Background: an optimization exercise with open tools, aiming at small area, a short achievable clock period and few clock cycles. Do not read the settings as production practice. RTL that was checked went through simulation tests only; none was proved equivalent to the original. No activity file was given, so power comes from the tool's default toggle rates.

## Datapath
module Datapath (input clk, rst,
                 input [23:0] imem_data,
                 input [23:0] dmem_rdata,
                 output [23:0] imem_addr,
                 output [23:0] dmem_addr,
                 output [23:0] dmem_wdata,
                 output dmem_we,
                 output halted
);
Size in the first run: roughly 1,500 cells after synthesis, ~390 flip-flops, ~120 I/O pins, ~18,000 sq um of cells after synthesis.
Settings: LEC_CHECK=0, CAP_MARGIN=20, CORE_MARGIN=2, CORE_UTILIZATION=60, CTS_BUF_LIST=sky130_fd_sc_hd__clkbuf_8, CTS_CLUSTER_DIAMETER=60, CTS_CLUSTER_SIZE=15, SLEW_MARGIN=20; clock period 10.0 ns.
standard.sh (not shown) runs the stock make flow with config.mk's settings and CLKGATE_MAP_FILE= SYNTH_SCRIPT=/design/flow/synth_recipe.tcl, a recipe that flattens the netlist after the stock synthesis.
==> flow/flow/run.sh <==
#!/bin/bash
# Standard layout, with plain buffers on the ports and timing repair aiming
# at a 6.5 ns setup margin.
bash standard.sh SETUP_SLACK_MARGIN=6.5 'BUFFER_PORTS_ARGS=-buffer_cell sky130_fd_sc_hd__buf_2' finish > standard.log 2>&1
The first run passed the timing, design-rule and antenna checks.
Testbench counts at the start, summed over its fixed seeds: cycles 103,338.
Edit:
CTS_CLUSTER_DIAMETER = not set   (was 60)
CTS_CLUSTER_SIZE = not set   (was 15)
Outcome: The changed run completed without violations. Power grows by 7.8%. Worst hold slack is about the same. Worst setup slack got worse by 0.026 ns. Combinational power is about the same. Register-to-register slack improves by 0.05 ns.
Edit:
==> flow/flow/run.sh (replaced) <==
#!/bin/bash
# Standard layout, except: adders are left to abc as plain gates (no full or
# half adder cells), plain buffers on the ports, and timing repair aiming at
# a 6.5 ns setup margin.
bash standard.sh ADDER_MAP_FILE= SETUP_SLACK_MARGIN=6.5 'BUFFER_PORTS_ARGS=-buffer_cell sky130_fd_sc_hd__buf_2' finish > standard.log 2>&1
What happened: Count of clock-buffer cells in the layout falls by 2. Sequential share of layout area climbs by 0.57 points. Hold slack barely changes. Combinational power is lower by a few percent. Total power is about the same. Setup slack is worse by 0.066 ns. Die area fell slightly. Sequential power increases by a few percent. Maximum frequency is lower slightly. Synthesized area falls slightly. Design area drops slightly.

## run 1
Datapath, a different RTL version from the one above (not shown whole).
Size in the first run: ~1500 cells after synthesis, about 390 flip-flops, roughly 120 I/O pins, ~18000 µm² of cells after synthesis.
clock: 10.0 ns
lec_check: 0
cap_margin: 20
core_margin: 2
core_utilization: 60
cts_buf_list: sky130_fd_sc_hd__clkbuf_8
cts_cluster_diameter: 60
cts_cluster_size: 15
slew_margin: 20
==> flow/flow/run.sh <==
#!/bin/bash
# Standard layout, with plain buffers on the ports and timing repair aiming
# at a 6.6 ns setup margin.
bash standard.sh SETUP_SLACK_MARGIN=6.6 'BUFFER_PORTS_ARGS=-buffer_cell sky130_fd_sc_hd__buf_2' finish > standard.log 2>&1
Run 1 went all the way through the flow, and no timing, DRC or antenna check failed.
#### Input delta (run 2 over run 1)
==> flow/flow/run.sh <==
#!/bin/bash
# Standard layout, with plain buffers on the ports and timing repair aiming
# at a 7.0 ns setup margin.
bash standard.sh SETUP_SLACK_MARGIN=7.0 'BUFFER_PORTS_ARGS=-buffer_cell sky130_fd_sc_hd__buf_2' finish > standard.log 2>&1
==> comparison <==
Taking run 1 as the reference, in run 2 total chip power increased about 11%; share of power burned in registers moved down; final area picked up an extra about 9%; fmax went up 0.020 GHz; maximum fanout along the worst path decreased 12.
Run 2: register share of the cell area 3.7 points below run 1
Changes observed in run 2 relative to run 1: final hold slack rose 16 ps, final weighted congestion in routability-driven placement fell 0.79%, clock buffer count fell 2.6%.
The clock latency on the worst-skew pair on run 1 is in line with that on run 2.
#### Input delta (run 3 over run 2)
Settings: swapping sky130_fd_sc_hd__clkbuf_8 for sky130_fd_sc_hd__clkbuf_16 in CTS_BUF_LIST; swapping 15 for 20 in CTS_CLUSTER_SIZE.
==> flow/flow/run.sh <==
#!/bin/bash
# Standard layout, with plain buffers on the ports and timing repair aiming
# at a 6.5 ns setup margin.
bash standard.sh SETUP_SLACK_MARGIN=6.5 'BUFFER_PORTS_ARGS=-buffer_cell sky130_fd_sc_hd__buf_2' finish > standard.log 2>&1
[summary]
Run 3: no failed stages, no open violations at the end
Changes observed in run 3 relative to run 2: number of violations reported at the end of detailed-routing iteration 0 went up, aggregate routed wire length went down 4.4%, overall power consumption shrank by 4.3%, H-tree depth reported by CTS saw a decrease, worst slack on hold paths lost 16 ps.
Function was not checked in any run of this note: the RTL went through the layout flow alone.

Setup of pepper:
Another version of the RTL of Datapath (not shown whole).
Size: about 1600 cells after synthesis, ~390 flip-flops, about 18000 sq um of cells after synthesis.
export LEC_CHECK = 0
export CAP_MARGIN = 20
export CORE_MARGIN = 2
export CORE_UTILIZATION = 60
export CTS_BUF_LIST = sky130_fd_sc_hd__clkbuf_8
export SLEW_MARGIN = 20
create_clock -name core_clock -period 10.0 [get_ports {clk}]
==> flow/flow/run.sh <==
#!/bin/bash
# Standard layout, except: adders are left to abc as plain gates (no full or
# half adder cells), plain buffers on the ports, and timing repair aiming at
# a 6.5 ns setup margin.
bash standard.sh ADDER_MAP_FILE= SETUP_SLACK_MARGIN=6.5 'BUFFER_PORTS_ARGS=-buffer_cell sky130_fd_sc_hd__buf_2' finish > standard.log 2>&1
pepper was carried through to the last stage, and its layout satisfied the timing, design-rule and antenna checks.
Input-level comparison between onyx and pepper:
==> flow/flow/run.sh <==
#!/bin/bash
# Standard layout, with plain buffers on the ports and timing repair aiming
# at a 6.5 ns setup margin.
bash standard.sh SETUP_SLACK_MARGIN=6.5 'BUFFER_PORTS_ARGS=-buffer_cell sky130_fd_sc_hd__buf_2' finish > standard.log 2>&1
## What came out
- Compared with pepper, onyx shows buffers inserted during post-CTS setup optimization lower by 20%.
- Diff onyx and pepper: critical path's largest stage delay lower in pepper
- Of the two values seen for worst setup path endpoint, PC[7] was produced by pepper and OPR[23] by onyx.
- onyx: tightest slew margin relative to the limit is 1.2 points lower than what pepper reported.
- Compared with pepper, in onyx number of antenna violations at the first check in global routing has decreased, die width went down by about 0.6%, number of standard cells in the layout, taps in and fillers out fell about 0.66%, share of total power in combinational logic has increased.
- Summary: with pepper as the reference, met2 routed wirelength in onyx moved up slightly.
- Changes observed in onyx relative to pepper: fraction of layout instances using a drive strength above 1 went up by 0.98 points, maximum frequency went down.
- OPR[0] as the worst setup path startpoint was reported by pepper, and IR[2] by onyx.
Function was not checked in any run of this note: the RTL went through the layout flow alone.

== job 9882 ==
Datapath, a different RTL version from the one above (not shown whole).
Size in the first run: about 1,500 cells after synthesis, ~400 flip-flops, ~120 I/O pins, about 0.018 mm2 of cells after synthesis.
clock: 10.0 ns
lec_check: 0
cap_margin: 20
core_margin: 2
core_utilization: 60
cts_buf_list: sky130_fd_sc_hd__clkbuf_8
cts_cluster_diameter: 60
cts_cluster_size: 15
gpl_timing_driven: 1
slew_margin: 20
==> flow/flow/run.sh <==
#!/bin/bash
# Standard layout, with plain buffers on the ports and timing repair aiming
# at a 6.7 ns setup margin.
bash standard.sh SETUP_SLACK_MARGIN=6.7 'BUFFER_PORTS_ARGS=-buffer_cell sky130_fd_sc_hd__buf_2' finish > standard.log 2>&1
Job 9882 completed every stage of the flow, and the final layout passed the timing, design-rule and antenna checks.
Testbench counts of job 9882, summed over its fixed seeds: cycles 103,362.
### job 9882 -> job 4408
# job 9882
export LEC_CHECK = 0
export CAP_MARGIN = 20
export CORE_MARGIN = 2
export CORE_UTILIZATION = 60
export CTS_BUF_LIST = sky130_fd_sc_hd__clkbuf_8
export CTS_CLUSTER_DIAMETER = 60
export CTS_CLUSTER_SIZE = 15
export GPL_TIMING_DRIVEN = 1
export SLEW_MARGIN = 20
create_clock -name core_clock -period 10.0 [get_ports {clk}]
# job 4408
export LEC_CHECK = 0
export CAP_MARGIN = 20
export CORE_MARGIN = 2
export CORE_UTILIZATION = 50
export CTS_BUF_LIST = sky130_fd_sc_hd__clkbuf_8
export CTS_CLUSTER_DIAMETER = 60
export CTS_CLUSTER_SIZE = 15
export SLEW_MARGIN = 20
create_clock -name core_clock -period 10.0 [get_ports {clk}]
Notes after the runs:
In the tables for job 4408 and job 9882, total track usage reads lower with job 4408. Comparing job 4408 and job 9882, final area is higher on job 4408. Summary — buffer share of cell area, job 4408 relative to job 9882: higher, by 0.17 points. Changes observed in job 4408 relative to job 9882: flip-flop and latch power neither gained nor lost much; clock-buffer cell count went up 2.7%; share of total power in combinational logic grew by 0.3 points. Clock share of power: job 4408 vs job 9882 down 0.9 points.
Here is what was changed in the inputs of job 3865 compared with job 4408.
# job 4408
export LEC_CHECK = 0
export CAP_MARGIN = 20
export CORE_MARGIN = 2
export CORE_UTILIZATION = 50
export CTS_BUF_LIST = sky130_fd_sc_hd__clkbuf_8
export CTS_CLUSTER_DIAMETER = 60
export CTS_CLUSTER_SIZE = 15
export SLEW_MARGIN = 20
create_clock -name core_clock -period 10.0 [get_ports {clk}]
# job 3865
export LEC_CHECK = 0
export CAP_MARGIN = 20
export CORE_MARGIN = 2
export CORE_UTILIZATION = 60
export CTS_BUF_LIST = sky130_fd_sc_hd__clkbuf_8
export CTS_CLUSTER_DIAMETER = 60
export CTS_CLUSTER_SIZE = 15
export SLEW_MARGIN = 20
create_clock -name core_clock -period 10.0 [get_ports {clk}]
==> flow/flow/run.sh <==
#!/bin/bash
# Standard layout, with plain buffers on the ports and timing repair aiming
# at a 6.5 ns setup margin.
bash standard.sh SETUP_SLACK_MARGIN=6.5 'BUFFER_PORTS_ARGS=-buffer_cell sky130_fd_sc_hd__buf_2' finish > standard.log 2>&1
Notes after the runs:
- Job 3865 vs job 4408, post-route non-filler standard cell count went down by about 4%.
- On share of the clock period used by the worst path: job 3865 sits above job 4408.
- Job 3865 vs job 4408: global-route usage up in job 3865
- Job 3865 vs job 4408: power share of the combinational group down
- Power: job 3865 vs job 4408 up about 1.2%
- Relative to job 4408, setup slack has gone down in job 3865.
- Between job 4408 and job 3865, the flow reports clock buffer instance count of the final layout decreasing by a few percent.
- Routed wire length on met3 delta for job 3865 relative to job 4408: about 23% higher
The inputs of job 3909 differ from those of job 3865 as listed below.
# job 3865
export LEC_CHECK = 0
export CAP_MARGIN = 20
export CORE_MARGIN = 2
export CORE_UTILIZATION = 60
export CTS_BUF_LIST = sky130_fd_sc_hd__clkbuf_8
export CTS_CLUSTER_DIAMETER = 60
export CTS_CLUSTER_SIZE = 15
export SLEW_MARGIN = 20
create_clock -name core_clock -period 10.0 [get_ports {clk}]
# job 3909
export LEC_CHECK = 0
export CAP_MARGIN = 20
export CORE_MARGIN = 2
export CORE_UTILIZATION = 65
export CTS_BUF_LIST = sky130_fd_sc_hd__clkbuf_8
export CTS_CLUSTER_DIAMETER = 60
export CTS_CLUSTER_SIZE = 15
export SLEW_MARGIN = 20
create_clock -name core_clock -period 10.0 [get_ports {clk}]
==> flow/flow/run.sh <==
#!/bin/bash
# Standard layout, with plain buffers on the ports and timing repair aiming
# at a 6.7 ns setup margin.
bash standard.sh SETUP_SLACK_MARGIN=6.7 'BUFFER_PORTS_ARGS=-buffer_cell sky130_fd_sc_hd__buf_2' finish > standard.log 2>&1
==> run notes <==
On sequential share of layout area, job 3865 tracks job 3909 almost exactly. Job 3865 → job 3909: total routed wirelength -about 3.3%, vertical die dimension -about 4%, post-route antenna net violation count ~0 delta. Job 3909 gives more setup slack than job 3865 did. Compared with job 3865, in job 3909 met2 usage in global routing picked up an extra 3.6 points, area of the core lost about 7%. Total number of multi-input combinational cells of job 3865 is on par with job 3909.

what the ideal ports hide:
The results above use ideal ports. As a check the final layouts listed here were re-extracted and re-timed, cells and wires unchanged.
Step 1 assumes that a clkbuf_16 drives the clock port and a buf_2 every other input.
Step 2, shift: input delay + t, output delay - t, t = (earliest + latest rising clock arrival at the registers) / 2. This alone moves slack from input paths to output paths.
Slacks: ideal ports / drivers / drivers and shift; pairs: ideal ports / drivers.
| run | t, ns | slack for setup (ns) | hold WS [ns] | worst register clock-pin slew, ns |
|---|---|---|---|---|
| the first run of note 1 | 0.608 | 6.610 / 6.561 / 6.155 | 0.498 / 0.498 / 0.498 | 0.10 / 0.10 |
| the second run of note 1 | 0.649 | 6.584 / 6.535 / 6.141 | 0.500 / 0.500 / 0.500 | 0.07 / 0.07 |
| the third run of note 1 | 0.634 | 6.518 / 6.473 / 6.195 | 0.497 / 0.497 / 0.497 | 0.07 / 0.07 |
| run 1 | 0.613 | 6.554 / 6.543 / 5.970 | 0.488 / 0.488 / 0.488 | 0.10 / 0.10 |
| run 2 | 0.617 | 6.772 / 6.722 / 6.349 | 0.503 / 0.503 / 0.503 | 0.10 / 0.10 |
| run 3 | 0.627 | 6.533 / 6.478 / 6.012 | 0.488 / 0.488 / 0.488 | 0.09 / 0.09 |
| pepper | 0.698 | 6.471 / 6.471 / 5.985 | 0.493 / 0.493 / 0.493 | 0.07 / 0.07 |
| onyx | 0.637 | 6.383 / 6.383 / 6.005 | 0.516 / 0.516 / 0.516 | 0.06 / 0.06 |
| job 9882 | 0.619 | 6.774 / 6.724 / 6.288 | 0.473 / 0.473 / 0.473 | 0.10 / 0.10 |
| job 4408 | 0.635 | 6.773 / 6.721 / 6.278 | 0.482 / 0.482 / 0.482 | 0.10 / 0.10 |
| job 3865 | 0.617 | 6.678 / 6.678 / 6.133 | 0.475 / 0.475 / 0.475 | 0.10 / 0.10 |
| job 3909 | 0.616 | 6.792 / 6.740 / 6.220 | 0.481 / 0.481 / 0.481 | 0.10 / 0.10 |
After both steps setup and hold are still met in every run listed. The setup slack of run 1, which loses most, moves by -0.011 ns with the drivers and by -0.584 ns with both steps.
